Context: an optimization exercise on an open-source flow, tuned for a short achievable clock period and few clock cycles. The choices shown serve that exercise and are no tape-out recipe.
In this exercise RTL edits were held to simulation tests only and were not proved equivalent to the original.
Power figures rest on the tool's default switching activity, not on a simulated workload.

<file path="flow/config.mk">
export PLATFORM = sky130hd
export DESIGN_NAME = CPU
export DESIGN_NICKNAME = CPU
export VERILOG_FILES = /design/flow/design.v
export SDC_FILE = /design/flow/constraint.sdc
export NUM_CORES = 4
export LEC_CHECK = 0
export ABC_CLOCK_PERIOD_IN_PS = 4000
export CAP_MARGIN = 20
export CORE_MARGIN = 2
export CORE_UTILIZATION = 40
export PLACE_DENSITY = 0.6
export SLEW_MARGIN = 20
</file>
<file path="flow/constraint.sdc">
create_clock -name core_clock -period 13.0 [get_ports {Clock}]
set_input_delay 2.6000 -clock core_clock [delete_from_list [all_inputs] [get_ports {Clock}]]
set_output_delay 2.6000 -clock core_clock [all_outputs]
set_load 0.01 [all_outputs]
</file>
<file path="flow/design.v">
`timescale 1ns / 1ps
module CPU(
    input Clock,
    input Reset,
    input [15:0] Mem_Data,
    input SerialValid,
    input [15:0] SerialDataIn,
    input [7:0] GamePad,
    output [15:0] Mem_Addr,
    output Mem_Write,
    output [15:0] Data_Out,
    output [15:0] VGA_Start,
    output [15:0] VGA_Row,
    output SerialSend,
    output SerialRead,
    output [15:0] SerialDataOut
    );
    reg        mop;           
    reg        mld;           
    reg [15:0] mrd_oh;        
    reg [15:0] maddr;         
    reg [15:0] mdata;         
    reg        mwe;           
    reg        irv;           
    reg [15:0] fpc;           
    reg        s_mad, s_fpc, s_tgt, s_pc2, s_pc1;    
    reg [15:0] ir;
    reg [15:0] pc1, pc2, tgt;        
    reg [15:0] ra_oh;         
    reg [15:0] rb_oh;         
    reg [15:0] rd_oh;         
    reg [15:0] immv;          
    reg        p_wr, p_cmp, p_ld, p_st, p_jr, p_vgas, p_vgar, p_send, p_rdser;
    reg        a_add, a_sub, a_and, a_or, a_xor, a_not, a_lsh, a_rsh, a_alsh, a_arsh, a_mov, a_moviu;
    reg        fl, fz, fn;    
    reg        sr_q, ss_q;
    reg [15:0] sdo;
    reg [15:0] vgas, vgar;
    reg [7:0]  pad;
    reg [15:0] rf [0:15];
    reg [15:0] count, Time;
    wire [15:0] addr = ({16{s_mad}} & maddr) | ({16{s_fpc}} & fpc) | ({16{s_tgt}} & tgt)
                     | ({16{s_pc2}} & pc2) | ({16{s_pc1}} & pc1);
    assign Mem_Addr = addr;
    assign Mem_Write = mwe & Reset;
    assign Data_Out = mdata;
    assign VGA_Start = vgas;
    assign VGA_Row = vgar;
    assign SerialSend = ss_q & Reset;
    assign SerialRead = sr_q & Reset;
    assign SerialDataOut = sdo;
    wire exec = irv & ~mop;
    reg [15:0] rfa, rfb;
    integer k;
    always @(*) begin
        rfa = 16'h0000;
        rfb = 16'h0000;
        for (k = 0; k < 16; k = k + 1) begin
            rfa = rfa | ({16{ra_oh[k]}} & rf[k]);
            rfb = rfb | ({16{rb_oh[k]}} & rf[k]);
        end
    end
    wire [15:0] opa = rfa | immv;
    wire [15:0] opb = rfb;
    wire [15:0] r_add = opa + opb;
    wire [15:0] r_sub = opb - opa;
    wire [15:0] result =
          ({16{a_add}}   & r_add)
        | ({16{a_sub}}   & r_sub)
        | ({16{a_and}}   & (opa & opb))
        | ({16{a_or}}    & (opa | opb))
        | ({16{a_xor}}   & (opa ^ opb))
        | ({16{a_not}}   & {15'b0, ~|opa})
        | ({16{a_lsh}}   & {opa[14:0], 1'b0})
        | ({16{a_rsh}}   & {1'b0, opa[15:1]})
        | ({16{a_alsh}}  & {opa[14:0], opa[0]})
        | ({16{a_arsh}}  & {opa[15], opa[15:1]})
        | ({16{a_mov}}   & opa)
        | ({16{a_moviu}} & {opa[15:8], opb[7:0]});
    wire c_l = opa > opb;
    wire c_z = opa == opb;
    wire c_n = $signed(opa) > $signed(opb);
    wire nf_l = exec ? (p_cmp & c_l) : fl;
    wire nf_z = exec ? (p_cmp & c_z) : fz;
    wire nf_n = exec ? (p_cmp & c_n) : fn;
    wire x_jr   = exec & p_jr;
    wire x_ldst = exec & (p_ld | p_st);
    wire x_sv   = exec & p_rdser & SerialValid;    
    wire [15:0] wdata = mop ? Mem_Data : (p_rdser ? SerialDataIn : result);
    wire        wen_m = mop & mld;
    wire        wen_e = exec & (p_wr | (p_rdser & SerialValid));
    wire [15:0] ins = Mem_Data;
    wire [3:0] op  = ins[15:12];
    wire [3:0] ext = ins[11:8];
    wire [7:0] imm = ins[11:4];
    wire d_alu   = op == 4'h0;
    wire d_cmp   = op == 4'h3;
    wire d_ld    = op == 4'h4 && ext == 4'h0;
    wire d_st    = op == 4'h4 && ext == 4'h1;
    wire d_addi  = op == 4'h5;
    wire d_addui = op == 4'h6;
    wire d_moviu = op == 4'h7;
    wire d_movi  = op == 4'h8;
    wire d_subi  = op == 4'h9;
    wire d_cmpi  = op == 4'hB;
    wire d_jr    = op == 4'hC && ext == 4'h0;
    wire d_spc   = op == 4'hC && ext == 4'h1;
    wire d_vgas  = op == 4'hD && ext == 4'h0;
    wire d_vgar  = op == 4'hD && ext == 4'h1;
    wire d_rdser = op == 4'hD && ext == 4'h2;
    wire d_send  = op == 4'hD && ext == 4'h3;
    wire d_pad   = op == 4'hD && ext == 4'h4;
    wire d_clk   = op == 4'hD && ext == 4'h5;
    wire d_immA = d_addi | d_addui | d_moviu | d_movi | d_subi | d_cmpi | d_spc | d_pad | d_clk;
    wire d_regA = d_alu | d_cmp | d_ld | d_st | d_jr | d_vgas | d_vgar | d_send;
    wire d_regB = d_alu | d_cmp | d_st | d_addi | d_addui | d_moviu | d_subi | d_cmpi;
    wire [15:0] d_immv =
          (d_addi | d_subi | d_cmpi) ? {{8{imm[7]}}, imm}
        : (d_addui | d_movi)         ? {8'h00, imm}
        : d_moviu                    ? {imm, 8'h00}
        : d_spc                      ? addr
        : d_pad                      ? {8'h00, pad}
        : d_clk                      ? Time
        :                              16'h0000;
    wire [15:0] oh_a = 16'h0001 << ins[7:4];
    wire [15:0] oh_b = 16'h0001 << ins[3:0];
    wire [3:0] j_op  = mop ? ir[15:12] : op;
    wire [3:0] j_ext = mop ? ir[11:8]  : ext;
    wire j_isj = (j_op == 4'hA) && (j_ext <= 4'h5);
    wire j_isb = (j_op == 4'h1) && (j_ext <= 4'h4);
    wire j_rdser = mop ? p_rdser : d_rdser;
    reg cond;
    always @(*) begin
        case (j_ext)
            4'h0: cond = nf_z | nf_n;
            4'h1: cond = nf_l | nf_z;
            4'h2: cond = nf_z;
            4'h3: cond = ~nf_z & ~nf_n;
            4'h4: cond = ~nf_l;
            default: cond = 1'b1;
        endcase
    end
    wire n_mop = x_ldst;
    wire n_fo_kill = x_jr | x_sv;              
    wire n_norm = ~n_mop & ~n_fo_kill;         
    always @(posedge Clock, negedge Reset) begin
        if (~Reset) begin
            mop <= 1'b0;
            mld <= 1'b0;
            mwe <= 1'b0;
            irv <= 1'b0;
            fpc <= 16'h0000;
            s_mad <= 1'b0; s_fpc <= 1'b1; s_tgt <= 1'b0; s_pc2 <= 1'b0; s_pc1 <= 1'b0;
            fl <= 1'b0; fz <= 1'b0; fn <= 1'b0;
            sr_q <= 1'b0;
            ss_q <= 1'b0;
            vgas <= 16'h0000;
            vgar <= 16'h0000;
        end else begin
            mop <= n_mop;
            mld <= exec & p_ld;
            mwe <= exec & p_st;
            if (~mop) irv <= ~n_fo_kill;
            if (x_jr) fpc <= rfa;
            else if (x_sv) fpc <= pc2;
            s_mad <= n_mop;
            s_fpc <= ~n_mop & n_fo_kill;
            s_tgt <= n_norm & j_isj & cond;
            s_pc2 <= n_norm & j_isb & ~cond;
            s_pc1 <= n_norm & ~(j_isj & cond) & ~(j_isb & ~cond);
            if (exec) begin
                fl <= p_cmp & c_l;
                fz <= p_cmp & c_z;
                fn <= p_cmp & c_n;
            end
            sr_q <= n_norm & j_rdser;
            ss_q <= exec & p_send;
            if (exec & p_vgas) vgas <= opa;
            if (exec & p_vgar) vgar <= opa;
        end
    end
    always @(posedge Clock) begin
        pad <= GamePad;
        sdo <= opa;
        maddr <= opa;
        mdata <= opb;
        mrd_oh <= rd_oh;
        if (~mop) begin
            ir <= ins;
            pc1 <= addr + 16'h0001;
            pc2 <= addr + 16'h0002;
            tgt <= addr + {{8{ins[7]}}, ins[7:0]};
            ra_oh <= d_regA ? oh_a : 16'h0000;
            rb_oh <= d_regB ? oh_b : 16'h0000;
            rd_oh <= oh_b;
            immv <= d_immv;
            p_wr <= d_alu | d_addi | d_addui | d_moviu | d_movi | d_subi | d_spc | d_pad | d_clk;
            p_cmp <= d_cmp | d_cmpi;
            p_ld <= d_ld;
            p_st <= d_st;
            p_jr <= d_jr;
            p_vgas <= d_vgas;
            p_vgar <= d_vgar;
            p_send <= d_send;
            p_rdser <= d_rdser;
            a_and  <= d_alu & ext == 4'h1;
            a_or   <= d_alu & ext == 4'h2;
            a_xor  <= d_alu & ext == 4'h3;
            a_not  <= d_alu & ext == 4'h4;
            a_add  <= (d_alu & (ext == 4'h5 || ext == 4'h6)) | d_addi | d_addui;
            a_alsh <= d_alu & ext == 4'h7;
            a_arsh <= d_alu & ext == 4'h8;
            a_sub  <= (d_alu & ext == 4'h9) | d_subi;
            a_lsh  <= d_alu & ext == 4'hC;
            a_mov  <= (d_alu & ext == 4'hD) | d_movi | d_spc | d_pad | d_clk;
            a_rsh  <= d_alu & ext == 4'hE;
            a_moviu <= d_moviu;
        end
    end
    integer i;
    always @(posedge Clock, negedge Reset) begin
        if (~Reset) begin
            for (i = 0; i < 16; i = i + 1) rf[i] <= 16'h0000;
        end else begin
            for (i = 0; i < 16; i = i + 1)
                if ((wen_m & mrd_oh[i]) | (wen_e & rd_oh[i])) rf[i] <= wdata;
        end
    end
    always @(posedge Clock, negedge Reset) begin
        if (~Reset) begin
            Time <= 16'h0000;
            count <= 16'h0000;
        end else if (count > 16'h61a8) begin
            Time <= Time + 16'h0001;
            count <= 16'h0000;
        end else begin
            count <= count + 16'h0001;
        end
    end
endmodule
</file>
<file path="flow/run.sh">
#!/bin/bash
# synth_recipe.tcl (not shown) runs the flow's synth.tcl, then flattens the netlist and writes it again
# the make line also repeats each setting of config.mk as NAME=value (left out here)
make -C /OpenROAD-flow-scripts/flow DESIGN_CONFIG=/design/flow/config.mk WORK_HOME=/design/flow/orfs CLKGATE_MAP_FILE= SYNTH_SCRIPT=/design/flow/synth_recipe.tcl finish
</file>
==> results of run 1 <==
routing by layer:
layer | vias up | routed length [um] | GRT usage (%)
met3 | 302 | 12000 | 7.99
met5 | - | 11 | 0
li1 | 9646 | - | -
met2 | 1392 | 41400 | 39.6
met1 | 11160 | 41500 | 39.2
met4 | 2 | 4850 | 12.0
flip-flops by register name, summed over array words and instances (netlist names), 8 cells and up:
signal	cells
count	16
mrd_oh	16
sdo	16
immv	16
vgar	16
rf	256
tgt	16
pad	8
mdata	16
fpc	16
pc2	16
pc1	16
vgas	16
rb_oh	16
ra_oh	16
rd_oh	16
ir	8
Time	16
power by group:
group          internal (mW)  switching (mW)  leakage (nW)  total [mW]
Clock                   1.03           0.718         0.985        1.75
Combinational           1.15            1.56          5.63        2.71
Sequential              2.48           0.563          5.78        3.04
Total                   4.66            2.84          12.4        7.50
final cells by class:
class                      count  area, sq um
clock inverter                28          320
tap                          882         1100
antenna                        4         10.0
multi-input combinational   1728        12500
timing repair buffer         198         1850
inverter                      75          287
fill                        6219        36600
sequential                   546        14100
clock buffer                  84         1700
synth_stat cells (21+ instances only):
library cell / instances
dfrtp_1: 348
nand2_1: 239
mux2_2: 211
nor2_1: 146
edfxtp_1: 140
o21ai_0: 139
clkbuf_1: 131
a22oi_1: 122
a22o_1: 96
a221oi_1: 92
ha_1: 82
inv_1: 72
a21oi_1: 64
dfxtp_1: 57
xnor2_1: 43
buf_2: 37
nor3_1: 36
nand3_1: 34
nand4_1: 32
xor2_1: 30
nand2b_1: 23
and2_1: 22
nor2b_1: 22
o21ai_1: 21
kinds of logic after synthesis:
group	share of synthesized area [%]
xor+xnor	2.32
flops	51.1
buf+inv	3.80
compound gates	18.9
simple gates	11.1
other cells	0.0136
fa+ha+maj	3.94
mux	8.87
placed cells by master (no fill, tap or decap), drive strengths merged, types with 33 or more instances in the layout:
cell           instances
a221oi                95
ha                    82
nor3                  38
buf                   74
clkbuf                84
nand3                 34
dfxtp                 57
nand2                239
clkdlybuf4s50        124
dfrtp                348
mux2                 211
a22o                  96
a21oi                 65
nand4                 33
nor2                 147
a22oi                122
inv                   75
edfxtp               140
o21ai                160
xnor2                 43
path summary, 6_finish.rpt:
kind	to	slack (ns)	cells after the start	startpoint
setup reg to reg	rf[8][13]	6.80	14	ra_oh[10]
hold / removal	mrd_oh[10]	0.39	0	rd_oh[10]
max in group asynchronous	rf[4][9]	9.43	3	Reset
setup / recovery	SerialRead	6.37	4	Reset
min in group asynchronous	vgar[9]	1.84	1	Reset
hold reg to reg	mrd_oh[10]	0.39	0	rd_oh[10]
metrics by stage:
step	setup slack (ns)	hold slack, ns
global route	6.23	0.397
global placement	5.29	0.378
finish	6.37	0.392
floorplan	6.84	0.348
detailed placement	5.25	0.380
CTS	5.25	0.393
==> impl_metrics.tcl, run 1 <==
set metrics [dict create \
    synth_area_sq_um 27600 \
    synth_cell_types 84 \
    drv_slew 0 \
    cts_tree "built" \
    ir_worst_vdd_mv 0.133 \
    hold_violations 0 \
    yosysTopAreaCell "dfrtp_1" \
    tightest_slew_ns 1.26 \
    report.final.setup_viol 0 \
    outcome "timing/DRC/antenna clean" \
    finalWeightedCongestion 0.941 \
    numCtsBuffers 59 \
    synth_edf_count 140 \
    fin_cells 3545 \
    required_ns 10.40 \
    via_per_inst 6.35 \
    cts_resized 0 \
    min_period_ns 6.63 \
    synthCells 2530 \
    antenna_found_initial 8 \
    p_leak_nw 12.4 \
    grtUsageTotal_pct 27.8 \
    finalWirelength_um 99700 \
    overflow 0 \
    drive_above_1_share_pct 16.7 \
    arrival_ns 4.03 \
    dr.pass1.iters 6 \
    postCtsHoldBufs 0 \
    die_x_um 267 \
    worst_path_largest_cell_delay_ns 0.54 \
    crit_path_top_delay_cell "clkdlybuf4s50_1" \
    clk_latency_ns 0.63 \
    maxCapViolCount 0 \
    worstSetupPathType "primary input to primary output" \
    syn-num-nets 2658 \
    placed_area_sq_um 29800 \
    start_util_pct 40.3 \
    ys_warn_count 2 \
    total_power_mw 7.50 \
    wire_per_inst_um 28.1 \
    io_buffers 125 \
    postCtsSetupBuffers 0 \
    route.detailed.drc 0 \
    final.period_utilization_pct 51.0 \
    pin_count 126 \
    row_count 96 \
    crit_chain "buf_8 > buf_4 > and2_1 > clkdlybuf4s50_1" \
    synth-seq-cells 546 \
    synth_area_per_cell_sq_um 10.9 \
    rsz0062_at_grt "no" \
    grt_pass1_vias 22039 \
    synth_area_leaders "dfrtp_1 32%, edfxtp_1 15%, mux2_2 8.6%" \
    die_y_um 267 \
    via_count 22502 \
    ant_nets 0 \
    clock_sinks 546 \
    dp_hpwl_um 64500 \
    async_reset_ff_share_pct 63.9 \
    htreeDepth 2 \
    syn_to_final_growth_pct 15.7 \
    crit_path_max_fanout 35 \
    slew_headroom_pct 16.3 \
    nets 2736 \
    synth_top_area_share_pct 31.6 \
    hold_class "flop to flop" \
    tns_ns 0 \
    dp_cells 3427 \
    finalClockSkew_ns 0.0323 \
    grt_max_degree 124 \
    cts.reportedPaths.clkPinSlew_ns 0.06 \
    cp_top_family "buffers and inverters" \
    cp_num_buf_inv 3 \
    fin_area_sq_um 31900 \
    max_freq_mhz 151 \
    powerDensity_nw_per_um2 235 \
    end_kind "primary output" \
    clk_path_buf_depth 3 \
    seq_area_frac_synth_pct 51.1 \
    grt_pass1_wl_um 146000 \
    core_sq_um 68500 \
    dr.first_iter.drc_count 3151 \
    die_area_sq_um 71000 \
    cts_root_buf "clkbuf_16" \
    final_core_util_pct 46.6 \
    synthFlopType "dfrtp_1" \
    crit_path_start_kind "primary input" \
]
Testbench counts, summed over its fixed seeds: cycles 74,209.
==> run 2: changes to the inputs <==
--- a/flow/config.mk
+++ b/flow/config.mk
@@ -5,7 +5,6 @@
 export SDC_FILE = /design/flow/constraint.sdc
 export NUM_CORES = 4
 export LEC_CHECK = 0
-export ABC_CLOCK_PERIOD_IN_PS = 4000
 export CAP_MARGIN = 20
 export CORE_MARGIN = 2
 export CORE_UTILIZATION = 40
==> run 2 against run 1 <==
  * Die area unchanged
  * Area after synthesis unchanged
  * Utilization unchanged
  * Via count unchanged
  * Wire length unchanged
  * Synthesized cell count unchanged
  * Power unchanged
  * Still clean
  * Non-clock buffer count unchanged
  * Critical path depth unchanged
  * Critical path type unchanged
  * Fmax unchanged
  * Combinational power about the same
  * Final cell count unchanged
==> impl_metrics.tcl, run 2 <==
set metrics [dict create \
    synth_area_sq_um 27600 \
    antenna_found_initial 8 \
    powerDensity_nw_per_um2 235 \
    htreeDepth 2 \
    fin_cells 3545 \
    route.detailed.drc 0 \
    synth_most_common_cell "dfrtp_1" \
    syn_to_final_growth_pct 15.7 \
    rsz0062_at_grt "no" \
    synth_cell_types 84 \
    synthFlopType "dfrtp_1" \
    final_common_cell "dfrtp_1" \
    row_count 96 \
    clock_sinks 546 \
    crit_path_max_fanout 35 \
    clk_path_buf_depth 3 \
    end_kind "primary output" \
    numCtsBuffers 59 \
    via_per_inst 6.35 \
    fillers 6219 \
    pin_count 126 \
    grt_pass1_vias 22039 \
    dp_hpwl_um 64500 \
    p_leak_nw 12.4 \
    final_cell_mix "347 x dfrtp_1, 239 x nand2_1, 211 x mux2_2" \
    seq_area_frac_synth_pct 51.1 \
    wire_per_inst_um 28.1 \
    tightest_slew_ns 1.26 \
    via_count 22502 \
    syn-num-nets 2658 \
    synth_area_leaders "dfrtp_1 32%, edfxtp_1 15%, mux2_2 8.6%" \
    postCtsHoldBufs 0 \
    async_reset_ff_share_pct 63.9 \
    die_area_sq_um 71000 \
    report.final.setup_viol 0 \
    postCtsSetupBuffers 0 \
    ant_nets 0 \
    crit_path_top_delay_cell "clkdlybuf4s50_1" \
    min_period_ns 6.63 \
    max_freq_mhz 151 \
    grt_pass1_wl_um 146000 \
    synth-seq-cells 546 \
    seq_area_sq_um 14100 \
    core_sq_um 68500 \
    multi_input_area_sq_um 12500 \
    crit_path_start_kind "primary input" \
    grt_max_degree 124 \
    hold_class "flop to flop" \
    finalWeightedCongestion 0.941 \
    die_y_um 267 \
    cts_resized 0 \
    outcome "timing/DRC/antenna clean" \
    cts_root_buf "clkbuf_16" \
    crit_chain "buf_8 > buf_4 > and2_1 > clkdlybuf4s50_1" \
    ir_worst_vdd_mv 0.133 \
    drive_above_1_share_pct 16.7 \
    dr.pass1.iters 6 \
    finalClockSkew_ns 0.0323 \
    clk_latency_ns 0.63 \
    synth_top_area_share_pct 31.6 \
    synth_area_per_cell_sq_um 10.9 \
    die_x_um 267 \
    tns_ns 0 \
    slew_headroom_pct 16.3 \
    yosysTopAreaCell "dfrtp_1" \
    worst_path_largest_cell_delay_ns 0.54 \
    grtUsageTotal_pct 27.8 \
    finalWirelength_um 99700 \
    maxCapViolCount 0 \
    overflow 0 \
    cts.reportedPaths.clkPinSlew_ns 0.06 \
    arrival_ns 4.03 \
    synthCells 2530 \
    largest_reg_flops 256 \
    largest-register "rf" \
    drv_slew 0 \
    hold_violations 0 \
    ys_warn_count 2 \
    worstSetupPathType "primary input to primary output" \
    synthTopCellsByCount "348 x dfrtp_1, 239 x nand2_1, 211 x mux2_2, 146 x nor2_1, 140 x edfxtp_1" \
    dr.first_iter.drc_count 3151 \
    dp_cells 3427 \
    cts_tree "built" \
    required_ns 10.40 \
    start_util_pct 40.3 \
    nets 2736 \
    final.period_utilization_pct 51.0 \
    synth_edf_count 140 \
    io_buffers 125 \
]
run 2: cell counts after synthesis:
No cell type changed its count.
run 2: routing by layer:
layer | up-vias | track usage (%) | routed length [um]
li1 | 9646 | - | -
met1 | 11160 | 39.2 | 41500
met2 | 1392 | 39.6 | 41400
met3 | 302 | 7.99 | 12000
met4 | 2 | 12.0 | 4850
met5 | - | 0 | 11
run 2: cell type report:
cell class	instances	share of cell area (%)
clock inverter	28	1.00
clock buffer	84	5.34
sequential	546	44.2
inverter	75	0.898
multi-input combinational	1728	39.3
tap	882	3.46
antenna	4	0.0314
timing repair buffer	198	5.79
run 2: path summary, 6_finish.rpt:
path | slack, ns | depth (start not counted) | startpoint | end
max reg2reg | 6.80 | 14 | ra_oh[10] | rf[8][13]
min reg2reg | 0.39 | 0 | rd_oh[10] | mrd_oh[10]
min in group asynchronous | 1.84 | 1 | Reset | vgar[9]
max | 6.37 | 4 | Reset | SerialRead
min | 0.39 | 0 | rd_oh[10] | mrd_oh[10]
max in group asynchronous | 9.43 | 3 | Reset | rf[4][9]
run 2: power breakdown:
| group | internal [mW] | leakage (nW) | switching [mW] |
|---|---|---|---|
| clock | 1.03 | 0.985 | 0.718 |
| sequential | 2.48 | 5.78 | 0.563 |
| combinational | 1.15 | 5.63 | 1.56 |
run 2: logic make-up after synthesis:
kind of cell,share of synthesized area [%]
DFF,51.1
muxes,8.87
and+or+nand+nor,11.1
buffers and inverters,3.80
other,0.0136
AOI/OAI and AO/OA,18.9
adders and majority gates,3.94
xor gates and xnor gates,2.32
run 2: per-stage QoR:
step                hold slack [ns]  utilization (%)  power (mW)  worst slack (ns)  instance area (sq um)
CTS                           0.393             46.5        7.42              5.25                  31800
global placement              0.378             43.5        5.59              5.29                  29800
floorplan                     0.348                -        4.50              6.84                  27600
global route                  0.397             46.6        7.81              6.23                  31900
finish                        0.392             46.6        7.50              6.37                  31900
detailed placement            0.380             43.5        5.66              5.25                  29800
run 2: critical path: cells and delay by family:
kind | cells | cell delay (ns)
buf+inv | 3 | 1.21
simple gates | 1 | 0.19
==> run 3: changes to the inputs <==
--- a/flow/design.v
+++ b/flow/design.v
@@ -23,7 +23,8 @@
     reg        mwe;           
     reg        irv;           
     reg [15:0] fpc;           
-    reg        s_mad, s_fpc, s_tgt, s_pc2, s_pc1;    
+    reg        s_mad, s_fpc, s_tgt, s_pc2, s_pc1, s_jrt;    
+    reg [15:0] jrt;           
     reg [15:0] ir;
     reg [15:0] pc1, pc2, tgt;        
     reg [15:0] ra_oh;         
@@ -39,7 +40,7 @@
     reg [7:0]  pad;
     reg [15:0] rf [0:15];
     reg [15:0] count, Time;
-    wire [15:0] addr = ({16{s_mad}} & maddr) | ({16{s_fpc}} & fpc) | ({16{s_tgt}} & tgt)
+    wire [15:0] addr = ({16{s_mad}} & maddr) | ({16{s_fpc}} & fpc) | ({16{s_tgt}} & tgt) | ({16{s_jrt}} & jrt)
                      | ({16{s_pc2}} & pc2) | ({16{s_pc1}} & pc1);
     assign Mem_Addr = addr;
     assign Mem_Write = mwe & Reset;
@@ -83,7 +84,6 @@
     wire nf_l = exec ? (p_cmp & c_l) : fl;
     wire nf_z = exec ? (p_cmp & c_z) : fz;
     wire nf_n = exec ? (p_cmp & c_n) : fn;
-    wire x_jr   = exec & p_jr;
     wire x_ldst = exec & (p_ld | p_st);
     wire x_sv   = exec & p_rdser & SerialValid;    
     wire [15:0] wdata = mop ? Mem_Data : (p_rdser ? SerialDataIn : result);
@@ -140,8 +140,18 @@
             default: cond = 1'b1;
         endcase
     end
+    wire j_jr = mop ? p_jr : d_jr;
+    reg [15:0] rfj;
+    always @(*) begin
+        rfj = 16'h0000;
+        for (k = 0; k < 16; k = k + 1)
+            rfj = rfj | ({16{oh_a[k]}} & rf[k]);
+    end
+    wire [15:0] ir_ra_oh = 16'h0001 << ir[7:4];
+    wire [15:0] jrt_next = mop ? (((mld & |(mrd_oh & ir_ra_oh)) ? Mem_Data : jrt))
+                               : ((wen_e & |(rd_oh & oh_a)) ? wdata : rfj);
     wire n_mop = x_ldst;
-    wire n_fo_kill = x_jr | x_sv;              
+    wire n_fo_kill = x_sv;                     
     wire n_norm = ~n_mop & ~n_fo_kill;         
     always @(posedge Clock, negedge Reset) begin
         if (~Reset) begin
@@ -150,7 +160,7 @@
             mwe <= 1'b0;
             irv <= 1'b0;
             fpc <= 16'h0000;
-            s_mad <= 1'b0; s_fpc <= 1'b1; s_tgt <= 1'b0; s_pc2 <= 1'b0; s_pc1 <= 1'b0;
+            s_mad <= 1'b0; s_fpc <= 1'b1; s_tgt <= 1'b0; s_pc2 <= 1'b0; s_pc1 <= 1'b0; s_jrt <= 1'b0;
             fl <= 1'b0; fz <= 1'b0; fn <= 1'b0;
             sr_q <= 1'b0;
             ss_q <= 1'b0;
@@ -161,13 +171,13 @@
             mld <= exec & p_ld;
             mwe <= exec & p_st;
             if (~mop) irv <= ~n_fo_kill;
-            if (x_jr) fpc <= rfa;
-            else if (x_sv) fpc <= pc2;
+            if (x_sv) fpc <= pc2;
             s_mad <= n_mop;
             s_fpc <= ~n_mop & n_fo_kill;
             s_tgt <= n_norm & j_isj & cond;
             s_pc2 <= n_norm & j_isb & ~cond;
-            s_pc1 <= n_norm & ~(j_isj & cond) & ~(j_isb & ~cond);
+            s_jrt <= n_norm & j_jr;
+            s_pc1 <= n_norm & ~j_jr & ~(j_isj & cond) & ~(j_isb & ~cond);
             if (exec) begin
                 fl <= p_cmp & c_l;
                 fz <= p_cmp & c_z;
@@ -185,6 +195,7 @@
         maddr <= opa;
         mdata <= opb;
         mrd_oh <= rd_oh;
+        jrt <= jrt_next;
         if (~mop) begin
             ir <= ins;
             pc1 <= addr + 16'h0001;
==> flow/flow/run.sh (new file) <==
#!/bin/bash
set -euo pipefail
bash standard.sh SETUP_SLACK_MARGIN=8 finish > make_finish.log 2>&1
==> flow/standard.sh (new file) <==
#!/bin/bash
# synth_recipe.tcl (not shown) runs the flow's synth.tcl, then flattens the netlist and writes it again
# the make line also repeats each setting of config.mk as NAME=value (left out here)
make -C /OpenROAD-flow-scripts/flow DESIGN_CONFIG=/design/flow/config.mk WORK_HOME=/design/flow/orfs CLKGATE_MAP_FILE= SYNTH_SCRIPT=/design/flow/synth_recipe.tcl "${@:-finish}"
removed: flow/run.sh
==> run 3 against run 2 <==
  * Still clean on timing, DRC and antenna
  * First-iteration DRC count rose by 67%
  * Synthesized cell count rose by 23%
  * Non-clock buffer count rose by 111
  * Clock skew fell by 0.0012 ns
  * Die area rose by 9.4%
  * Wire length rose by 41%
  * Critical path type unchanged
  * Largest power group unchanged
==> impl_metrics.tcl, run 3 <==
set metrics [dict create \
    outcome "timing/DRC/antenna clean" \
    dr.first_iter.drc_count 5254 \
    largest_reg_flops 256 \
    nets 3373 \
    syn_to_final_growth_pct 18.9 \
    synth_top_area_share_pct 28.9 \
    yosysTopAreaCell "dfrtp_1" \
    syn-num-nets 3236 \
    clk_path_buf_depth 3 \
    hold_class "flop to flop" \
    seq_area_sq_um 14700 \
    synth_edf_count 159 \
    fillers 6918 \
    required_ns 10.40 \
    combinationalPowerShare_pct 7.0 \
    tightest_slew_ns 1.21 \
    htreeDepth 3 \
    synth_area_per_cell_sq_um 9.72 \
    start_util_pct 40.5 \
    route.detailed.drc 0 \
    cts.reportedPaths.clkPinSlew_ns 0.06 \
    p_leak_nw 13.8 \
    core_sq_um 74600 \
    largest-register "rf" \
    grt_pass1_wl_um 199000 \
    ir_worst_vdd_mv 0.103 \
    synth_cell_types 80 \
    tns_ns 0 \
    synth_area_leaders "dfrtp_1 29%, edfxtp_1 16%, a22oi_1 8.4%" \
    synthCells 3107 \
    crit_chain "buf_16 > and2_4 > buf_6" \
    die_area_sq_um 77700 \
    clockPowerShare_pct 44.7 \
    arrival_ns 3.00 \
    internal-power_mw 3.08 \
    grt-busiest-layer "met2" \
    cts_tree "built" \
    worst_path_largest_cell_delay_ns 0.14 \
    end_kind "primary output" \
    ys_warn_count 2 \
    crit_path_start_kind "primary input" \
    numCtsBuffers 67 \
    synth_most_common_cell "nor2_1" \
    finalWirelength_um 141000 \
    io_buffers 125 \
    postCtsHoldBufs 0 \
    slew_headroom_pct 18.4 \
    final.period_utilization_pct 43.1 \
    multi_input_area_sq_um 14800 \
    final_cell_mix "538 x nor2_1, 344 x dfrtp_1, 331 x a22oi_1" \
    p_sw_share_pct 25.5 \
    grtUsageTotal_pct 35.5 \
    crit_path_top_delay_cell "and2_4" \
    use_met2_pct 51.5 \
    dr.pass1.iters 12 \
    row_count 100 \
    grt_max_degree 77 \
    hold_violations 0 \
    report.final.setup_viol 0 \
    synthFlopType "dfrtp_1" \
    synth_area_sq_um 30200 \
    finalWeightedCongestion 1.00 \
    total_power_mw 4.13 \
    grt_pass1_vias 27441 \
    powerDensity_nw_per_um2 115 \
    p_seq_share_pct 48.3 \
    drive_above_1_share_pct 15.2 \
    seq_area_frac_synth_pct 48.7 \
    crit_path_max_fanout 7 \
    ant_nets 0 \
    rsz0062_at_grt "yes" \
    synthTopCellsByCount "543 x nor2_1, 349 x dfrtp_1, 339 x a22oi_1, 194 x clkbuf_1, 184 x nand2_1" \
    die_x_um 279 \
    async_reset_ff_share_pct 61.7 \
    r2r_slack_ns 8.05 \
    maxCapViolCount 0 \
    grt_util_met3_pct 12.2 \
    pin_count 126 \
    wire_per_inst_um 33.0 \
    worstSetupPathType "primary input to primary output" \
    switching_power_mw 1.06 \
    overflow 0 \
    cts_root_buf "clkbuf_16" \
    antenna_found_initial 4 \
    die_y_um 279 \
    via_per_inst 6.73 \
    min_period_ns 5.60 \
    finalClockSkew_ns 0.0311 \
    synth-seq-cells 567 \
    clk_latency_ns 0.63 \
    final_common_cell "nor2_1" \
    clock_sinks 567 \
    drv_slew 0 \
    via_count 28696 \
    max_freq_mhz 179 \
    dp_hpwl_um 90000 \
    grt_use_met1_pct 45.3 \
]
==> run 3: layout make-up <==
type	count	area share (%)
Multi-Input combinational cell	2225	41.1
Tap cell	969	3.37
Clock inverter	29	0.641
Inverter	74	0.798
Sequential cell	567	40.9
Antenna cell	1	0.00697
Timing Repair Buffer	309	7.90
Clock buffer	89	5.18
==> run 3: per-stage QoR <==
step / cells / area [sq um] / utilization (%) / setup WS, ns / hold WS (ns)
final: 4263 / 35900 / 48.2 / 7.40 / 0.474
after global routing: 4263 / 35900 / 48.2 / 7.40 / 0.485
after CTS: 4225 / 35300 / 47.3 / 7.40 / 0.472
after detailed placement: 4077 / 32700 / 43.8 / 6.46 / 0.461
after global placement: 4077 / 32600 / 43.8 / 6.47 / 0.460
after floorplan: 3107 / 30200 / - / 7.68 / 0.393
==> run 3: per-layer routing <==
| layer | part of all wire, % | up-vias | wire length (um) |
|---|---|---|---|
| met5 | 0.0092 | - | 13 |
| met4 | 7.6 | 2 | 10600 |
| met3 | 13 | 601 | 18100 |
| li1 | - | 11813 | - |
| met2 | 42 | 2244 | 59500 |
| met1 | 37 | 14036 | 52500 |
==> run 3: worst paths after layout <==
kind                       cells past startpoint      from    endpoint
max                                            3     Reset  SerialRead
min                                            1  Time[15]    Time[15]
max reg2reg                                   19  ra_oh[3]  rf[13][14]
min reg2reg                                    1  Time[15]    Time[15]
max in group asynchronous                      3     Reset   rf[2][10]
min in group asynchronous                      1     Reset          fz
==> run 3: repair_timing <==
action	in CTS	in global routing
pin swaps	12	21
gates resized for setup	73	86
setup endpoints to repair	182	218
setup buffers	28	35
cloned	2	1
==> run 3: cells by family after synthesis <==
group                      synth area share (%)
DFF                                        48.7
AOI/OAI and AO/OA                          23.1
other                                    0.0124
xor gates and xnor gates                   2.38
and+or+nand+nor                            15.1
adders and majority gates                  3.64
muxes                                      2.78
buffers and inverters                      4.27
==> run 3: critical path, delay by kind of cell <==
family / cells / cell delay, ns
buffers and inverters: 2 / 0.24
and+or+nand+nor: 1 / 0.14
==> run 3: power by group through the flow <==
stage	combinational [mW]	clock, mW	sequential, mW
CTS	0.282	1.87	1.99
global placement	0.268	0	2.02
finish	0.290	1.85	2.00
detailed placement	0.276	0	2.02
floorplan	0.141	0	1.99
global route	0.313	1.94	2.00
Testbench counts of run 3, summed over its fixed seeds: cycles 73,441.
==> run 4: changes to the inputs <==
==> flow/run.sh (new file) <==
#!/bin/bash
# synth_recipe.tcl (not shown) runs the flow's synth.tcl, then flattens the netlist and writes it again
# the make line also repeats each setting of config.mk as NAME=value (left out here)
make -C /OpenROAD-flow-scripts/flow DESIGN_CONFIG=/design/flow/config.mk WORK_HOME=/design/flow/orfs CLKGATE_MAP_FILE= SYNTH_SCRIPT=/design/flow/synth_recipe.tcl finish
removed: flow/flow/run.sh
removed: flow/standard.sh
==> run 4 against run 3 <==
  * Still clean on timing, DRC and antenna
  * Critical path depth unchanged
  * Fmax decreased by 12%
  * Die area unchanged
  * Clock power increased by 8%
  * Critical path type unchanged
==> impl_metrics.tcl, run 4 <==
set metrics [dict create \
    row_count 100 \
    largest-register "rf" \
    cts_root_buf "clkbuf_16" \
    synth_area_leaders "dfrtp_1 29%, edfxtp_1 16%, a22oi_1 8.4%" \
    worstSetupPathType "primary input to primary output" \
    async_reset_ff_share_pct 61.7 \
    postCtsHoldBufs 0 \
    max_freq_mhz 158 \
    via_count 28099 \
    p_sw_share_pct 25.5 \
    ir_worst_vdd_mv 0.101 \
    seq_area_frac_synth_pct 48.7 \
    numCtsBuffers 67 \
    switching_power_mw 1.09 \
    ys_warn_count 2 \
    min_period_ns 6.34 \
    final.period_utilization_pct 48.8 \
    cts_tree "built" \
    dp_hpwl_um 94900 \
    end_kind "primary output" \
    drive_above_1_share_pct 11.3 \
    maxCapViolCount 0 \
    route.detailed.drc 0 \
    arrival_ns 3.74 \
    synthFlopType "dfrtp_1" \
    powerDensity_nw_per_um2 122 \
    wire_per_inst_um 34.2 \
    nets 3304 \
    largest_reg_flops 256 \
    p_leak_nw 13.3 \
    final_common_cell "nor2_1" \
    synth_edf_count 159 \
    cp_num_buf_inv 2 \
    cts_resized 0 \
    finalClockSkew_ns 0.0356 \
    crit_chain "buf_8 > and2_1 > clkdlybuf4s50_1" \
    clockPowerShare_pct 46.5 \
    report.final.setup_viol 0 \
    antenna_found_initial 2 \
    finalWorstSetupSlack_ns 6.66 \
    worst_path_largest_cell_delay_ns 0.54 \
    postCtsSetupBuffers 0 \
    start_util_pct 40.5 \
    drv_slew 0 \
    synth-seq-cells 567 \
    synth_area_sq_um 30200 \
    grt_pass1_vias 26869 \
    io_buffers 125 \
    final_core_util_pct 46.9 \
    ant_nets 0 \
    tightest_slew_ns 1.21 \
    dr.first_iter.drc_count 4621 \
    syn_to_final_growth_pct 15.8 \
    die_area_sq_um 77700 \
    r2r_slack_ns 6.75 \
    slew_headroom_pct 19.3 \
    rsz0062_at_grt "no" \
    clock_sinks 567 \
    synth_cell_types 80 \
    overflow 0 \
    crit_path_top_delay_cell "clkdlybuf4s50_1" \
    grt_pass1_wl_um 202000 \
    die_x_um 279 \
    synth_area_per_cell_sq_um 9.72 \
    p_seq_share_pct 46.8 \
    tns_ns 0 \
    grtUsageTotal_pct 36.3 \
    dp_slack_ns 6.66 \
    cp_top_family "buffers and inverters" \
    cts.reportedPaths.clkPinSlew_ns 0.06 \
    yosysTopAreaCell "dfrtp_1" \
    outcome "timing/DRC/antenna clean" \
    hold_class "flop to flop" \
    finalWeightedCongestion 0.976 \
    finalWirelength_um 144000 \
    clk_path_buf_depth 3 \
    synthCells 3107 \
    clk_latency_ns 0.64 \
    via_per_inst 6.69 \
    combinationalPowerShare_pct 6.7 \
    dr.pass1.iters 13 \
    pin_count 126 \
    htreeDepth 3 \
    die_y_um 279 \
    grt_max_degree 82 \
    required_ns 10.40 \
    syn-num-nets 3236 \
    hold_violations 0 \
    crit_path_max_fanout 55 \
    core_sq_um 74600 \
    final_cell_mix "542 x nor2_1, 348 x dfrtp_1, 334 x a22oi_1" \
    internal-power_mw 3.18 \
    synthTopCellsByCount "543 x nor2_1, 349 x dfrtp_1, 339 x a22oi_1, 194 x clkbuf_1, 184 x nand2_1" \
    synth_most_common_cell "nor2_1" \
    crit_path_start_kind "primary input" \
    synth_top_area_share_pct 28.9 \
]
==> run 4: cell counts after synthesis <==
No cell type changed its count.
==> run 4: area by class of cell <==
cell class / count / area (sq um)
timing repair buffer: 240 / 2130
fill: 6993 / 39600
multi-input combinational: 2225 / 14400
clock inverter: 27 / 322
inverter: 74 / 283
tap: 969 / 1210
antenna: 1 / 2.50
clock buffer: 96 / 1990
sequential: 567 / 14700
==> run 4: metrics by stage <==
stage / total power, mW / cells / instance area, sq um / hold WS, ns
final: 4.27 / 4199 / 35000 / 0.468
after global routing: 4.38 / 4198 / 35000 / 0.489
after CTS: 4.28 / 4197 / 35000 / 0.462
after detailed placement: 2.30 / 4074 / 32700 / 0.447
after global placement: 2.30 / 4072 / 32600 / 0.445
after floorplan: 2.13 / 3107 / 30200 / 0.393
==> run 4: metal layers <==
metal	vias up	global-route usage, %	part of all wire, %
met5	-	0	0
li1	11668	-	-
met3	488	8.31	11
met2	1982	53.7	42
met1	13961	49.1	40
met4	0	20.1	6.5
==> run 4: cells by family (layout without fill, tap and decap cells) <==
kind of cell	count (synthesis)	count (layout)	synth area share, %
xor gates and xnor gates	82	82	2.38
adders and majority gates	86	86	3.64
muxes	75	75	2.78
other	1	2	0.0124
and+or+nand+nor	1042	1042	15.1
AOI/OAI and AO/OA	939	939	23.1
buffers and inverters	315	437	4.27
DFF	567	567	48.7
==> run 4: power groups by stage <==
stage               Clock [mW]  Sequential, mW  Combinational (mW)
finish                    1.99            2.00               0.284
global route              2.07            2.00               0.305
CTS                       2.01            1.99               0.280
detailed placement           0            2.03               0.279
global placement             0            2.03               0.274
floorplan                    0            1.99               0.141
==> run 4: path summary, 6_finish.rpt <==
path                          start         end  cells past startpoint
max reg2reg                rb_oh[0]   rf[6][13]                     16
min reg2reg                rd_oh[2]   mrd_oh[2]                      0
min                        rd_oh[2]   mrd_oh[2]                      0
max in group asynchronous     Reset   rf[3][13]                      3
max                           Reset  SerialRead                      3
min in group asynchronous     Reset    rf[2][8]                      1

port drivers added, routing unchanged:
Ports are ideal in the flow. The routed layouts listed here were re-timed in OpenROAD.
Step 1, drivers: a clkbuf_16 drives Clock and a buf_2 each remaining input, both assumed.
Step 2 moves the port delays by t, midway between the first and last clock arrival at a register: inputs arrive t later, outputs are due t later. That takes back most of the time a late clock gives input paths.
Slacks: no drivers / after step 1 / after step 2; pairs: no drivers / after step 1.
| run | t, ns | setup slack, ns | worst hold slack (ns) | worst setup path at the end |
|---|---|---|---|---|
| run 1 | 0.681 | 6.372 / 6.322 / 6.322 | 0.392 / 0.392 / 0.392 | input to output |
| run 2 | 0.681 | 6.372 / 6.322 / 6.322 | 0.392 / 0.392 / 0.392 | input to output |
| run 3 | 0.691 | 7.400 / 7.224 / 7.224 | 0.474 / 0.474 / 0.474 | input to output |
| run 4 | 0.692 | 6.660 / 6.605 / 6.605 | 0.468 / 0.468 / 0.468 | input to output |
After both steps every run listed still meets setup and hold. The setup slack of run 3, which loses most, moves by -0.176 ns with the drivers and by -0.176 ns with both steps.
